From an optimization exercise on the open Yosys and OpenROAD flow, aimed at small area; shortcuts taken in it are not production practice. RTL that was checked went through simulation tests only; none was proved equivalent to the original. Function not checked in run 2: the RTL went through the layout flow alone. No activity file was given, so power comes from the tool's default toggle rates.

## flow/design.v

```verilog
`timescale 1ns / 1ps
module clock_divider #(parameter div_val = 24999)(  
input wire clk, 				 
input wire rst,				 
output reg divided_clk,		 
output wire rise			 
    );
integer counter_value;   
always@ (posedge clk)
begin
	if(rst)
		counter_value <= 0;
	else if(counter_value == div_val)
		counter_value <= 0;  
	else
		counter_value <= counter_value + 1;
end
always@ (posedge clk)
begin
	if(rst)
		divided_clk <= 1'b0;
	else if(counter_value == div_val)
		divided_clk <= ~divided_clk;	 
	else
		divided_clk <= divided_clk;	 
end
assign rise = (counter_value == div_val) && !divided_clk;
endmodule
`timescale 1ns / 1ps
module counter_14bit(
input wire clk,
input wire rst,					 
input wire counter_clk_signal,	 
input wire switch, 				 
output reg [13:0] counter 	 
    );
always@(posedge clk)
if (rst) begin
	counter <= 0;
end else if (counter_clk_signal) begin
	if (switch == 0) begin
		counter <= counter;
	end
	if (switch == 1) begin
		if (counter == 9999) begin
			counter <= 0;
		end else begin
			counter <= counter+1;
		end
	end
end
endmodule
`timescale 1ns / 1ps
module refreshcounter(
input clk,
input rst,					 
input refresh_clk,			 
output reg [1:0] refreshcounter
    );
always@ (posedge clk)
	if (rst) refreshcounter <= 0;
	else if (refresh_clk) refreshcounter <= refreshcounter+1;
endmodule
`timescale 1ns / 1ps
module bin_to_4dig_BCD(
input [13:0] bin,
output reg [15:0] bcd
    );
integer i;  
always @(bin) begin
    bcd=0;		 	
    for (i=0;i<14;i=i+1) begin					 
      if (bcd[3:0] >= 5) bcd[3:0] = bcd[3:0] + 3;		 
		if (bcd[7:4] >= 5) bcd[7:4] = bcd[7:4] + 3;
		if (bcd[11:8] >= 5) bcd[11:8] = bcd[11:8] + 3;
		if (bcd[15:12] >= 5) bcd[15:12] = bcd[15:12] + 3;
		bcd = {bcd[14:0],bin[13-i]};				 
    end
end
endmodule
`timescale 1ns / 1ps
module anode_control(
input [1:0] refreshcounter,
output reg [3:0] anode
    );
always@ (refreshcounter)
begin
	case (refreshcounter)
		2'b00:
			anode = 4'b1110;   
		2'b01:
			anode = 4'b1101;   
		2'b10:
			anode = 4'b1011;   
		2'b11:
			anode = 4'b0111;   
	endcase
end
endmodule
`timescale 1ns / 1ps
module BCD_control(
input [3:0] digit1,  
input [3:0] digit2,  
input [3:0] digit3,  
input [3:0] digit4,  
input [1:0] refreshcounter,
output reg [3:0] digit  
    );
always@ (*)  
begin
	case (refreshcounter)
		2'd0:
			digit = digit1;   
		2'd1:
			digit = digit2;   
		2'd2:
			digit = digit3;   
		2'd3:
			digit = digit4;   
	endcase
end
endmodule
`timescale 1ns / 1ps
module BCD_to_cathodes(
input [3:0] digit,
output reg [7:0] cathode
    );
always@ (digit)
begin
	case (digit)
		4'd0:
			cathode = 8'b00000011;  
		4'd1:
			cathode = 8'b10011111;  
		4'd2:
			cathode = 8'b00100101;  
		4'd3:
			cathode = 8'b00001101;  
		4'd4:
			cathode = 8'b10011001;  
		4'd5:
			cathode = 8'b01001001;  
		4'd6:
			cathode = 8'b01000001;  
		4'd7:
			cathode = 8'b00011111;  
		4'd8:
			cathode = 8'b00000001;  
		4'd9:
			cathode = 8'b00001001;  
		default:
			cathode = 8'b11111111;  
	endcase
end
endmodule
`timescale 1ns / 1ps
module top(
input wire clk,
input wire rst,		 
input switch,
output wire [3:0] anode,
output wire [7:0] cathode
    );
localparam REFRESH_DIV = 4;
localparam COUNT_DIV = 799;
wire refresh_clk_unused;
wire counter_clk_unused;
wire refresh_clk;			 
wire counter_clk_signal;
wire [1:0] refreshcounter;
wire [13:0] bin;
wire [15:0] bcd;
wire [3:0] digit;
clock_divider #(REFRESH_DIV) refreah_clk_generator(clk, rst, refresh_clk_unused, refresh_clk);  
clock_divider #(COUNT_DIV) counter_clk_generator(clk, rst, counter_clk_unused, counter_clk_signal);  
counter_14bit counter_14bit_uut (
.clk(clk),
.rst(rst),
.counter_clk_signal(counter_clk_signal),
.switch(switch),
.counter(bin)			
 );
bin_to_4dig_BCD bin_to_4dig_BCD_uut(
.bin(bin),
.bcd(bcd)
);
refreshcounter refreshcounter_uut (
.clk(clk),
.rst(rst),
.refresh_clk(refresh_clk),
.refreshcounter(refreshcounter)
);
anode_control anode_control_uut (
.refreshcounter(refreshcounter),
.anode(anode)
);
BCD_control BCD_control_uut (
.digit1(bcd[3:0]),
.digit2(bcd[7:4]),
.digit3(bcd[11:8]),
.digit4(bcd[15:12]),
.refreshcounter(refreshcounter),
.digit(digit)
);
BCD_to_cathodes BCD_to_cathode_uut (
.digit(digit),
.cathode(cathode)
);
endmodule
```

## flow/run.sh

```bash
#!/bin/bash
# synth_recipe.tcl (not shown) runs the flow's synth.tcl, then flattens the netlist and writes it again
# the make line also repeats each setting of config.mk as NAME=value (left out here)
make -C /OpenROAD-flow-scripts/flow DESIGN_CONFIG=/design/flow/config.mk WORK_HOME=/design/flow/orfs CLKGATE_MAP_FILE= SYNTH_SCRIPT=/design/flow/synth_recipe.tcl finish
```

## flow/config.mk

```make
export PLATFORM = sky130hd
export DESIGN_NAME = top
export DESIGN_NICKNAME = top
export VERILOG_FILES = /design/flow/design.v
export SDC_FILE = /design/flow/constraint.sdc
export NUM_CORES = 4
export LEC_CHECK = 0
export CAP_MARGIN = 20
export CORE_MARGIN = 2
export CORE_UTILIZATION = 40
export SLEW_MARGIN = 20
```

## flow/constraint.sdc

```tcl
create_clock -name core_clock -period 20.0 [get_ports {clk}]
set_input_delay 4.0000 -clock core_clock [delete_from_list [all_inputs] [get_ports {clk}]]
set_output_delay 4.0000 -clock core_clock [all_outputs]
set_load 0.01 [all_outputs]
```

==> results of run 1 <==
==> synthesized netlist by cell type, types with 28 or more instances <==
cell / count
nor2_1: 151
o21ai_0: 40
inv_1: 59
nand3_1: 52
clkbuf_1: 28
a21oi_1: 45
xnor2_1: 44
nand2_1: 79
nor3_1: 33
and3_1: 29
dfxtp_1: 82
ha_1: 40
xor2_1: 35
==> cell type report <==
cell class              count  area [um2]
clock buffers              11         243
clock inverters             5        53.8
fillers                  2034       11000
inverters                  66         250
multi-input cells         898        6010
flip-flops and latches     82        1640
well taps                 265         332
repair buffers             14         138
==> sequential cells by signal (all words and copies together) (netlist names) <==
signal / flops
refreah_clk_generator.divided_clk: 1
counter_14bit_uut.counter: 14
refreshcounter_uut.refreshcounter: 2
counter_clk_generator.counter_value: 32
counter_clk_generator.divided_clk: 1
refreah_clk_generator.counter_value: 32
==> metrics by stage <==
stage          setup slack (ns)  cells  cell area (um2)  power (uW)  hold WS, ns
2_1_floorplan              4.90   1084             8070         182        0.430
3_3_place_gp               3.20   1325             8360         188        0.446
3_5_place_dp               2.76   1325             8360         188        0.453
4_1_cts                    2.36   1341             8660         353        0.465
5_1_grt                   0.975   1341             8660         361        0.484
6_report                   2.34   1341             8660         347        0.460
==> placed cells by master (no fill, tap or decap), types with 11 or more instances in the layout <==
cell,instances
a31oi_1,11
xnor2_1,44
nand3_1,52
dfxtp_1,82
and2_1,14
a21oi_1,45
or3_1,20
and3_1,29
mux2i_1,19
ha_1,40
xor2_1,35
nand4_1,18
nor4_1,23
inv_1,59
nand2_1,79
o21ai_0,40
clkdlybuf4s50_1,13
nor3_1,32
a211oi_1,12
nor2_1,151
o211ai_1,12
==> where the power goes <==
part           switching [uW]  internal, uW  total, uW
clock                    62.8          99.6        162
sequential               1.52           165        166
combinational            10.1          8.00       18.1
==> worst max-delay path, delay by kind of cell, from the launching register on <==
family | cells | cell delay (ns)
AOI/OAI and AO/OA | 22 | 4.86
adders and majority gates | 10 | 2.73
and+or+nand+nor | 12 | 2.70
buffers and inverters | 8 | 1.23
xor gates and xnor gates | 4 | 1.21
DFF | 1 | 0.58
==> layer usage <==
metal	vias to the layer above	track usage
met2	120	0.289
met3	27	0.0248
met4	2	0.0471
met1	3569	0.234
li1	3994	-
met5	-	0
==> final timing paths <==
path	startpoint	to	cells past startpoint
min reg2reg	counter_clk_generator.counter_value[0]	counter_clk_generator.counter_value[0]	1
max	counter_14bit_uut.counter[11]	cathode[6]	56
min	counter_clk_generator.counter_value[0]	counter_clk_generator.counter_value[0]	1
max reg2reg	counter_clk_generator.counter_value[20]	counter_14bit_uut.counter[13]	10
==> cell families (layout without fill, tap and decap cells) <==
kind of cell	count (synthesis)	after routing
flip-flops	82	82
buffers and inverters	104	96
other	1	1
AO/OA/AOI/OAI	276	276
multiplexers	27	27
AND/OR/NAND/NOR	471	471
XOR/XNOR	83	83
adder cells (fa/ha/maj)	40	40
==> metrics.md, run 1 <==
| Metric | Value |
|---|---|
| Worst Setup End Kind | output port |
| Highest Clock Rate | 0.0566 GHz |
| Maximum fanout along the worst path | 11 |
| Worst Tran Pin Value | a little under 0.8 ns |
| Maximum vdd ir drop | 0.0000486 V |
| Clk slew on worst S/H paths | roughly 0.060 ns |
| CP dominant cell by count | ha_1 |
| Clock Sinks | a little over 80 |
| Slowest CP cell | xnor2_1 |
| Largest family of logic cells by synthesized area | simple AND/OR/NAND/NOR gates |
| Max layer used | met5 |
| Synth Area in Compound Gates | 0.261 |
| Mapped Nets | 1127 |
| Final Setup Violations | 0 |
| Top FF cell, synth | dfxtp_1 |
| Post-synth top area cell | dfxtp_1 |
| Ant diodes | 0 |
| Post-Syn Area per Cell | 7.44 um2 |
| Mapped cell area | 0.00807 mm2 |
| # hold bufs at CTS | 0 |
| EDFF count, synth | 0 |
| Fin crit share | 0.883 |
| Largest net degree at the start of global routing | 33 |
| Detailed placement HPWL | 14000 um |
| GPL Wtd Cong | 0.910 |
| Crit path arrival time | roughly 14 ns |
| TritonCTS buffer count | 9 |
| Lkg Pwr | 0.00325 uW |
| First-pass GRT wire length | between 30000 and 40000 um |
| Rel. slew slack | 0.487 |
| Status | complete, no violations |
| CTS Buffer Depth | 2 |
| Initial core utilization | 0.410 |
| Die width | 146 um |
| Final WL | 18600 um |
| H-tree depth | 3 |
| Multiplexer area fraction after synthesis | 0.0351 |
| Clock latency on the worst-skew pair | 0.34 ns |
| Max cap viols | 0 |
| Wire per inst | ~14 um |
| Antenna-violating nets left | 0 |
| Worst clock skew | 0.00666 ns |
| Clock root buffer | clkbuf_16 |
| # IOs | 15 |
| Flops & latches, synth | 82 |
| Fin nets | approximately 1100 |
| Cell count after synthesis | 1084 |
| Share of cells above drive strength 1 | 0.0781 |
| WL met2 | 8700 um |
| Async S/R FF share, synth | 0 |
| Setup bufs post-CTS | 0 |
| Pwr Density | roughly 40 mW/mm2 |
| # rows | 51 |
| Max Transition Viols Final | 0 |
| CTS tree | yes |
| Overall routing resource usage | 0.173 |
| Core Area | 0.0197 mm2 |
| GRT overflow | 0 |
| Post-synthesis sequential area ratio | 0.204 |
| Unrepaired setup endpoints after global routing | no |
| WL met3 | 557 um |
| Drt drc | 0 |
| Final Hold Fails | 0 |
| Worst min-delay path class | reg -> reg |
| Vias | 7712 |
| Port-buffer cells | 13 |
| Vias/cell | 5.75 |
| Adder-Cell Fraction of Synth Area | 0.0621 |
| Tmin final | 17.66 ns |
| Simple logic cell fraction of the synthesized area | 0.292 |
| Required @ worst endpoint | 16.00 ns |
| DIE HEIGHT | 146 um |
| Yosys top cell area share | 0.204 |
| Die footprint | 0.0213 mm2 |
| Critical path's largest stage delay | approximately 0.60 ns |
| DR pass1 iterations | 4 |
| Setup TNS Final | 0 ns |
| Post-Synth XOR/XNOR Area | 0.0939 |
| Area contributors post-synth | dfxtp_1 (20%), nor2_1 (7.0%), ha_1 (6.2%) |
| Startpoint Class | register |
| Core Util, Final | 0.441 |
| Vias in the first global route | 7024 |
| Post-synth cell types | 109 |
| Initial antenna violation count | 1 |
| Synth Warn # | 8 |
| 1st-iter DRT viols | 450 |
| Setup Crit Path Kind | reg -> out |
| Reg-to-reg slack, setup | roughly 17 ns |
| Area grow syn2layout | 7.43% |
| Wl on met1 | 9070 um |
| CTS resizes | 0 |
==> inputs of run 2 (changes only) <==
==> flow/design.v (replaced) <==
module top(
input wire clk,
input wire rst,		 
input switch,
output wire [3:0] anode,
output wire [7:0] cathode
    );
reg [3:0] p;		 
reg [1:0] d;		 
reg [5:0] r;		 
reg [3:0] h, a, b, c;	 
wire pw    = p[3] & p[0];				 
wire rs    = p[2] & ~p[1] & ~p[0] & ~d[1] & ~d[0];	 
wire first = ~r[5] & ~r[3];				 
wire ev    = rs & (r == 6'd42);				 
wire d3    = d[1] & ~d[0];
wire cin   = pw ? (h[3] & h[1] & ~d3) : (ev & switch);
wire [3:0] x = pw ? a : h;
wire [3:0] xi = x + {3'd0, cin};
always @(posedge clk)
	if (rst) begin
		p <= 4'd5; d <= 2'd0; r <= 6'd23;
		h <= 4'd0;
	end else begin
		p <= pw ? 4'd0 : p + 4'd1;
		if (pw) d <= {d[0], ~d[1]};
		if (rs) r <= (&r) ? 6'd24 : r + 6'd1;
		h <= (pw & first) ? 4'd0 : xi;
	end
always @(posedge clk)
	if (pw) begin
		a <= b; b <= c; c <= {h[3] & ~h[1], h[2], h[1] & ~h[3], h[0]};
	end
assign anode = {~(d[1] & ~d[0]), ~(d[1] & d[0]), ~(~d[1] & d[0]), ~(~d[1] & ~d[0])};
wire w = h[3], xx = h[2], y = h[1], z = h[0];
assign cathode[7] = (~w & ~xx & ~y & z) | (xx & ~y & ~z);		 
assign cathode[6] = xx & (y ^ z);					 
assign cathode[5] = ~w & ~xx & y & ~z;					 
assign cathode[4] = (~w & ~xx & ~y & z) | (xx & ~y & ~z) | (xx & y & z);	 
assign cathode[3] = z | (xx & ~y);					 
assign cathode[2] = (~w & ~xx & (y | z)) | (y & z);			 
assign cathode[1] = (~w & ~xx & ~y) | (xx & y & z) | (w & y);		 
assign cathode[0] = 1'b1;						 
endmodule
==> flow/flow/run.sh (new file) <==
#!/bin/bash
# Standard layout, with small port buffers and a clock tree of one cluster without dummy loads.
export BUFFER_PORTS_ARGS="-buffer_cell sky130_fd_sc_hd__buf_1"
export CTS_ARGS="-sink_clustering_enable -repair_clock_nets -dont_use_dummy_load -buf_list sky130_fd_sc_hd__clkbuf_8 -root_buf sky130_fd_sc_hd__clkbuf_8 -sink_clustering_size 40 -sink_clustering_max_diameter 200"
bash standard.sh > standard.log 2>&1
==> flow/standard.sh (new file) <==
#!/bin/bash
# synth_recipe.tcl (not shown) runs the flow's synth.tcl, then flattens the netlist and writes it again
# the make line also repeats each setting of config.mk as NAME=value (left out here)
make -C /OpenROAD-flow-scripts/flow DESIGN_CONFIG=/design/flow/config.mk WORK_HOME=/design/flow/orfs CLKGATE_MAP_FILE= SYNTH_SCRIPT=/design/flow/synth_recipe.tcl "${@:-finish}"
--- a/flow/config.mk
+++ b/flow/config.mk
@@ -6,4 +6,5 @@
 export NUM_CORES = 4
 export LEC_CHECK = 0
+export ABC_AREA = 1
 export CAP_MARGIN = 20
 export CORE_MARGIN = 2
removed: flow/run.sh
==> run 2 against run 1 <==
- design area down 83%
- count of clock-buffer cells in the layout down 8
- flip-flop and latch count down 54
- global-route usage down 3.7 points
- setup slack better by 12 ns
- largest cell class is now flip-flops and latches
==> metrics.md, run 2 <==
| Metric | Value |
|---|---|
| Status | complete, no violations |
| Post-synth top cells | nand2_1 (29), inv_1 (19), dfxtp_1 (16), edfxtp_1 (12), nor2_1 (11) |
| Top FF cell, synth | dfxtp_1 |
| Maximum vdd ir drop | 0.0000475 V |
| Most common cell after layout, fill and taps aside | nand2_1 |
| Port-buffer cells | 13 |
| Post-synth cell types | 30 |
| Final Hold Fails | 0 |
| Post-Place Setup Slack | about 15 ns |
| Most frequent cells in the layout | nand2_1 (29), inv_1 (19), dfxtp_1 (16) |
| Highest Clock Rate | approximately 0.18 GHz |
| Wire per inst | between 10 and 15 um |
| 1st-iter DRT viols | 32 |
| Drt drc | 0 |
| Maximum fanout along the worst path | 7 |
| CTS resizes | 0 |
| DR pass1 iterations | 4 |
| Max FFs per register | 6 |
| GPL Wtd Cong | around 0.85 |
| Mapped cell area | ~0.0014 mm2 |
| First-pass GRT wire length | 4240 um |
| Reg-to-reg slack, setup | between 15 and 20 ns |
| Area grow syn2layout | 8.81% |
| Initial antenna violation count | 0 |
| Worst Setup End Kind | output port |
| Post-synthesis sequential area ratio | 0.494 |
| Synth Warn # | 1 |
| Mapped Nets | between 150 and 200 |
| Startpoint Class | register |
| DIE HEIGHT | approximately 63 um |
| Clock Sinks | 28 |
| Part of the power in registers | 0.556 |
| Die footprint | 0.00393 mm2 |
| Sw Pwr | roughly 38 uW |
| Required @ worst endpoint | roughly 16 ns |
| Combinational share of power | 0.201 |
| Largest net degree at the start of global routing | 19 |
| EDFF count, synth | 12 |
| Most frequent cell after synthesis | nand2_1 |
| Unrepaired setup endpoints after global routing | no |
| Clk slew on worst S/H paths | 0.09 ns |
| Final WL | between 2000 and 2500 um |
| Vias in the first global route | 994 |
| Fin nets | 176 |
| Clock network power share | 0.242 |
| CTS Buffer Depth | 2 |
| Ant diodes | 0 |
| Die width | 62.7 um |
| Setup Crit Path Kind | reg -> out |
| Setup bufs post-CTS | 0 |
| TritonCTS buffer count | 3 |
| Post-Syn Area per Cell | 9.12 um2 |
| Max Transition Viols Final | 0 |
| Pwr Density | 82.8 mW/mm2 |
| Crit path arrival time | 1.50 ns |
| Vias | 1014 |
| Final worst setup slack | 14.50 ns |
| Yosys top cell area share | 0.262 |
| Max cap viols | 0 |
| Setup TNS Final | 0 ns |
| Switching Share | 0.303 |
| Clock root buffer | clkbuf_8 |
| Post-synth top area cell | edfxtp_1 |
| Fin crit share | 0.275 |
| Placed cell areas | 0.00146 mm2 |
| # hold bufs at CTS | 0 |
| # rows | 21 |
| Worst clock skew | 0.00869 ns |
| Overall routing resource usage | 0.136 |
| Tmin final | 5.50 ns |
| Clock latency on the worst-skew pair | 0.27 ns |
| Int Power | 86.5 uW |
| Worst min-delay path class | reg -> reg |
| Final Setup Violations | 0 |
| Design area | 0.00150 mm2 |
| Share of cells above drive strength 1 | 0.134 |
| Flops & latches, synth | 28 |
| # IOs | 15 |
| GRT overflow | 0 |
| Detailed placement HPWL | around 1800 um |
| Vias/cell | 4.83 |
| Antenna-violating nets left | 0 |
| Largest register by flop count | r |
| Async S/R FF share, synth | 0 |
| Core Area | between 0.003 and 0.004 mm2 |
| Area contributors post-synth | edfxtp_1 (26%), dfxtp_1 (23%), nand2_1 (7.9%) |
| Cell count after synthesis | around 150 |
| CTS tree | yes |
| H-tree depth | 1 |
| Lkg Pwr | 0.000614 uW |
| Initial core utilization | 0.416 |
run 2: worst paths after layout:
kind                                   end  depth (start not counted)  from
worst max-delay path            cathode[6]                          5  h[1]
worst min-delay path                  b[2]                          0  c[2]
worst max register to register        h[1]                          9  p[0]
worst min register to register        b[2]                          0  c[2]
run 2: worst max-delay path, stage by stage (launching register included):
cell,delay (ns)
dfxtp_1,0.49
inv_1,0.18
ha_1,0.32
nand2_1,0.05
inv_1,0.06
buf_1,0.14
run 2: logic make-up (layout without fill, tap and decap cells):
group,count (synthesis),count (layout),synth area share
other,1,1,0.00272
XOR/XNOR,1,1,0.00636
adder cells (fa/ha/maj),7,7,0.0636
flip-flops,28,28,0.494
AO/OA/AOI/OAI,23,23,0.113
AND/OR/NAND/NOR,66,66,0.240
buffers and inverters,25,38,0.0808
run 2: area by class of cell:
class                   instances  area [um2]
fillers                       350        1810
flip-flops and latches         28         681
multi-input cells              98         586
inverters                      22        85.1
well taps                      46        57.6
repair buffers                 13        48.8
clock buffers                   3        41.3
run 2: power by group through the flow:
stage                     logic, uW  clock network (uW)  registers (uW)
final                          25.0                30.1            69.1
after global placement         24.0                   0            70.1
after floorplan                21.1                   0            68.7
after CTS                      25.2                30.8            69.1
after global routing           28.3                33.0            69.9
after detailed placement       24.9                   0            70.4
run 2: layer usage:
| layer | vias up | GRT usage | part of all wire |
|---|---|---|---|
| li1 | 522 | - | - |
| met3 | 4 | 0.0216 | 0.021 |
| met1 | 474 | 0.171 | 0.47 |
| met4 | 0 | 0.0583 | 0.013 |
| met5 | - | 0 | 0 |
| met2 | 14 | 0.233 | 0.50 |
run 2: through the flow:
stage                util  hold slack (ns)  power (uW)  instances
floorplan               -            0.400        89.8        151
global placement    0.440            0.402        94.1        207
detailed placement  0.440            0.405        95.3        207
CTS                 0.453            0.429         125        210
global route        0.453            0.436         131        210
finish              0.453            0.426         124        210
==> inputs of run 3 (changes only) <==
==> flow/design.v (replaced) <==
module top(
input wire clk,
input wire rst,		 
input switch,
output wire [3:0] anode,
output wire [7:0] cathode
    );
reg [3:0] p;		 
reg [1:0] d;		 
reg [5:0] r;		 
reg [3:0] h, a, b, c;	 
reg cy;			 
wire pw    = p[3] & p[0];				 
wire first = r[5] & r[4];				 
wire rw    = r[5] & r[2] & r[1] & r[0];			 
wire ev    = p[2] & ~p[1] & ~p[0] & ~d[1] & ~d[0] & (r == 6'd19);	 
function [3:0] binc(input [3:0] x);
	binc = {(x[2] & x[1] & x[0]) | (x[3] & ~x[0]), x[2] ^ (x[1] & x[0]), (x[1] ^ x[0]) & ~x[3], ~x[0]};
endfunction
always @(posedge clk)
	if (rst) begin
		p <= 4'd5; d <= 2'd0; r <= 6'd63;
		h <= 4'd0;
	end else begin
		p <= pw ? 4'd0 : p + 4'd1;
		if (pw) d <= d + 2'd1;
		if (pw & d[1] & d[0]) r <= rw ? 6'd0 : r + 6'd1;
		if (pw) h <= first ? 4'd0 : cy ? binc(a) : a;
		else if (ev & switch) h <= binc(h);
	end
always @(posedge clk) begin
	if (pw) begin
		a <= b; b <= c; c <= h;
	end
	if (pw) cy <= cy & a[3] & a[0] & ~d[1];
	else if (ev) cy <= switch & h[3] & h[0];
end
assign anode = ~(4'b0001 << d);
wire w = h[3], x = h[2], y = h[1], z = h[0];
assign cathode[7] = (~w & ~x & ~y & z) | (x & ~y & ~z);		 
assign cathode[6] = x & (y ^ z);				 
assign cathode[5] = ~x & y & ~z;				 
assign cathode[4] = (~w & ~x & ~y & z) | (x & ~y & ~z) | (x & y & z);	 
assign cathode[3] = z | (x & ~y);				 
assign cathode[2] = (~x & y) | (y & z) | (~w & ~x & z);		 
assign cathode[1] = (~w & ~x & ~y) | (x & y & z);		 
assign cathode[0] = 1'b1;					 
endmodule
==> flow/run.sh (new file) <==
#!/bin/bash
# synth_recipe.tcl (not shown) runs the flow's synth.tcl, then flattens the netlist and writes it again
# the make line also repeats each setting of config.mk as NAME=value (left out here)
make -C /OpenROAD-flow-scripts/flow DESIGN_CONFIG=/design/flow/config.mk WORK_HOME=/design/flow/orfs CLKGATE_MAP_FILE= SYNTH_SCRIPT=/design/flow/synth_recipe.tcl finish
removed: flow/flow/run.sh
removed: flow/standard.sh
==> run 3 against run 2 <==
- still clean
- clock skew increased by 0.00051 ns
- clock power increased by 8.0%
- via count increased by 6.9%
- sequential power about the same
- synthesized area increased by 2.5%
- count of clock-buffer cells in the layout increased by 2
- first-iteration DRC count increased by 19%
- synthesized cell count increased by 6.0%
- setup slack got worse by 0.30 ns
- critical endpoint is now cathode[2]
- largest cell class unchanged
- largest power group unchanged
==> metrics.md, run 3 <==
| Metric | Value |
|---|---|
| Post-route insts no fill | 224 |
| Clk slew on worst S/H paths | 0.10 ns |
| Yosys top cell area share | 0.276 |
| TritonCTS buffer count | 5 |
| Fin nets | 188 |
| Area contributors post-synth | edfxtp_1 (28%), dfxtp_1 (23%), nand2_1 (8.0%) |
| Post-synth top cells | nand2_1 (30), inv_1 (20), nand3_1 (19), dfxtp_1 (16), nor2_1 (14) |
| HP Start | c[0] |
| GRT overflow | 0 |
| Final Power | 123 uW |
| Multiplexer area fraction after synthesis | 0 |
| Area grow syn2layout | 15.6% |
| Clock Sinks | 29 |
| Clock latency on the worst-skew pair | 0.32 ns |
| Max cap viols | 0 |
| Tmin final | 5.80 ns |
| EDFF count, synth | 13 |
| Pwr Density | 75.2 mW/mm2 |
| Worst min-delay path class | reg -> reg |
| Largest net degree at the start of global routing | 20 |
| Most common cell after layout, fill and taps aside | nand2_1 |
| # rows | 21 |
| Final WL | 2580 um |
| Worst hold endpoint | b[0] |
| Clock root buffer | clkbuf_4 |
| CTS resizes | 0 |
| Worst r2r src | p[0] |
| Simple logic cell fraction of the synthesized area | 0.235 |
| Top FF cell, synth | dfxtp_1 |
| Overall routing resource usage | 0.147 |
| Most frequent cell after synthesis | nand2_1 |
| Maximum fanout along the worst path | 6 |
| Startpoint Class | register |
| Reg area | 711 um2 |
| Final Setup Violations | 0 |
| GPL Wtd Cong | 0.880 |
| CP top delay family | buffers and inverters |
| Vias in the first global route | 996 |
| Vias/cell | just under 5 |
| Worst clock skew | 0.00920 ns |
| Required @ worst endpoint | about 16 ns |
| Highest Clock Rate | 0.172 GHz |
| Final Hold Fails | 0 |
| Vias | approximately 1100 |
| Setup bufs post-CTS | 0 |
| Stages on the worst setup path | 3 |
| CTS Buffer Depth | 2 |
| Adder-Cell Fraction of Synth Area | 0.0709 |
| CP bufs+invs | 2 |
| Fillers | approximately 360 |
| Port-buffer cells | 13 |
| Synth Area in Compound Gates | 0.0859 |
| Detailed placement HPWL | 1860 um |
| Initial core utilization | 0.420 |
| Synth Warn # | 1 |
| # placed instances | 216 |
| DIE HEIGHT | 63.4 um |
| Antenna-violating nets left | 0 |
| # IOs | 15 |
| Largest family of logic cells by synthesized area | simple AND/OR/NAND/NOR gates |
| Post-synth top area cell | edfxtp_1 |
| Mapped Nets | 171 |
| Critical path's largest stage delay | around 0.6 ns |
| Largest register by flop count | r |
| Setup Crit Path Kind | reg -> out |
| Max FFs per register | 6 |
| Max Transition Viols Final | 0 |
| Die footprint | roughly 0.004 mm2 |
| Status | complete, no violations |
| Worst Setup End Kind | output port |
| Unrepaired setup endpoints after global routing | no |
| Reg2reg path depth | 8 |
| Initial antenna violation count | 0 |
| Die width | 63.4 um |
| Post-synth cell types | 26 |
| Share of cells above drive strength 1 | 0.0843 |
| Core Util, Final | 0.485 |
| Wire per inst | 11.5 um |
| Most frequent cells in the layout | nand2_1 (30), inv_1 (20), nand3_1 (19) |
| DR pass1 iterations | 4 |
| Ant diodes | 0 |
| Lkg Pwr | 0.000718 uW |
| Mapped cell area | 0.00141 mm2 |
| 1st-iter DRT viols | 38 |
| Setup TNS Final | 0 ns |
| Hold WS | between 0.4 and 0.5 ns |
| Crit path arrival time | 1.80 ns |
| CTS tree | yes |
| CP cell instances | inv_1, o311ai_0, clkdlybuf4s50_1 |
| Cell count after synthesis | 160 |
| Post-synthesis sequential area ratio | 0.503 |
| First-pass GRT wire length | 4580 um |
| Slowest CP cell | clkdlybuf4s50_1 |
| # hold bufs at CTS | 0 |
| H-tree depth | 2 |
| Post-Synth XOR/XNOR Area | 0.0310 |
| Async S/R FF share, synth | 0 |
| Post-Syn Area per Cell | 8.83 um2 |
| Hold depth | 0 |
| Area of the multi-input gates | 601 um2 |
| Maximum vdd ir drop | 0.0000478 V |
| Flops & latches, synth | 29 |
| Reg-to-reg slack, setup | 18.42 ns |
| Core Area | 0.00336 mm2 |
| Fin crit share | 0.290 |
| Drt drc | 0 |
run 3: kinds of logic after synthesis:
family,after synthesis
buffers and inverters,25
AND/OR/NAND/NOR,73
other,1
AO/OA/AOI/OAI,19
XOR/XNOR,5
adder cells (fa/ha/maj),8
flip-flops,29
run 3: area by class of cell:
cell class,instances,share of cell area
Clock inverter,3,0.00766
Multi-Input combinational cell,106,0.368
Inverter,22,0.0513
Tap cell,46,0.0352
Timing Repair Buffer,13,0.0797
Sequential cell,29,0.435
Clock buffer,5,0.0230
run 3: power breakdown:
| group | internal, uW | switching, uW | leakage (uW) | total, uW |
|---|---|---|---|---|
| registers | 66.1 | 3.11 | 0.000250 | 69.2 |
| clock network | 12.7 | 19.8 | 0.0000300 | 32.5 |
| logic | 9.69 | 11.4 | 0.000439 | 21.1 |
run 3: routing by layer:
layer	routed length, um	global-route usage	up-vias	share of wire
li1	-	-	569	-
met1	1350	0.202	488	0.52
met2	1100	0.217	22	0.43
met3	91	0.0375	5	0.035
met4	44	0.0652	0	0.017
met5	0	0	-	0
run 3: per-stage QoR:
| stage | instance area (um2) | setup WS, ns |
|---|---|---|
| after CTS | 1630 | 14.17 |
| final | 1630 | 14.20 |
| after global placement | 1580 | 14.59 |
| after detailed placement | 1580 | 14.52 |
| after global routing | 1630 | 14.08 |
| after floorplan | 1410 | 15.02 |
run 3: how the worst max path moves through the flow:
stage / start / end / slack (ns)
2_1_floorplan: h[0] / cathode[2] / 15.02
3_3_place_gp: h[0] / cathode[2] / 14.59
3_5_place_dp: h[0] / cathode[2] / 14.52
4_1_cts: h[0] / cathode[2] / 14.17
5_1_grt: h[0] / cathode[2] / 14.08
6_report: h[0] / cathode[2] / 14.20
run 3: worst reg2reg max path, cell delays in order, from the launching register on:
cell and delay (ns):
dfxtp_1 0.36, nand2_2 0.27, clkinv_2 0.34, nand2_2 0.17, nor2_1 0.06, nand2_1 0.06
o21ai_0 0.07, nor2_1 0.10, nor2_1 0.05

afterwards: timing with drivers on the ports:
No port has a modelled driver above. Below, the same layouts with a new extraction and two added sets of constraints.
Step 1 assumes that a clkbuf_16 drives the clock port and a buf_2 every other input.
Step 2 also shifts input and output timing later by t, the mid clock arrival at the registers, as if the neighbouring blocks saw the same clock.
Three values: ideal, step 1, step 2; two values: the first two.
run | t, ns | setup slack, ns | worst data-port slew with drivers (ns) | pins driven straight from the clock port
run 1 | 0.367 | 2.337 / 2.301 / 2.669 | 0.07 | 1
run 2 | 0.291 | 14.500 / 14.476 / 14.767 | 0.03 | 1
run 3 | 0.338 | 14.197 / 14.175 / 14.512 | 0.03 | 1
After both steps every run listed still meets setup and hold.
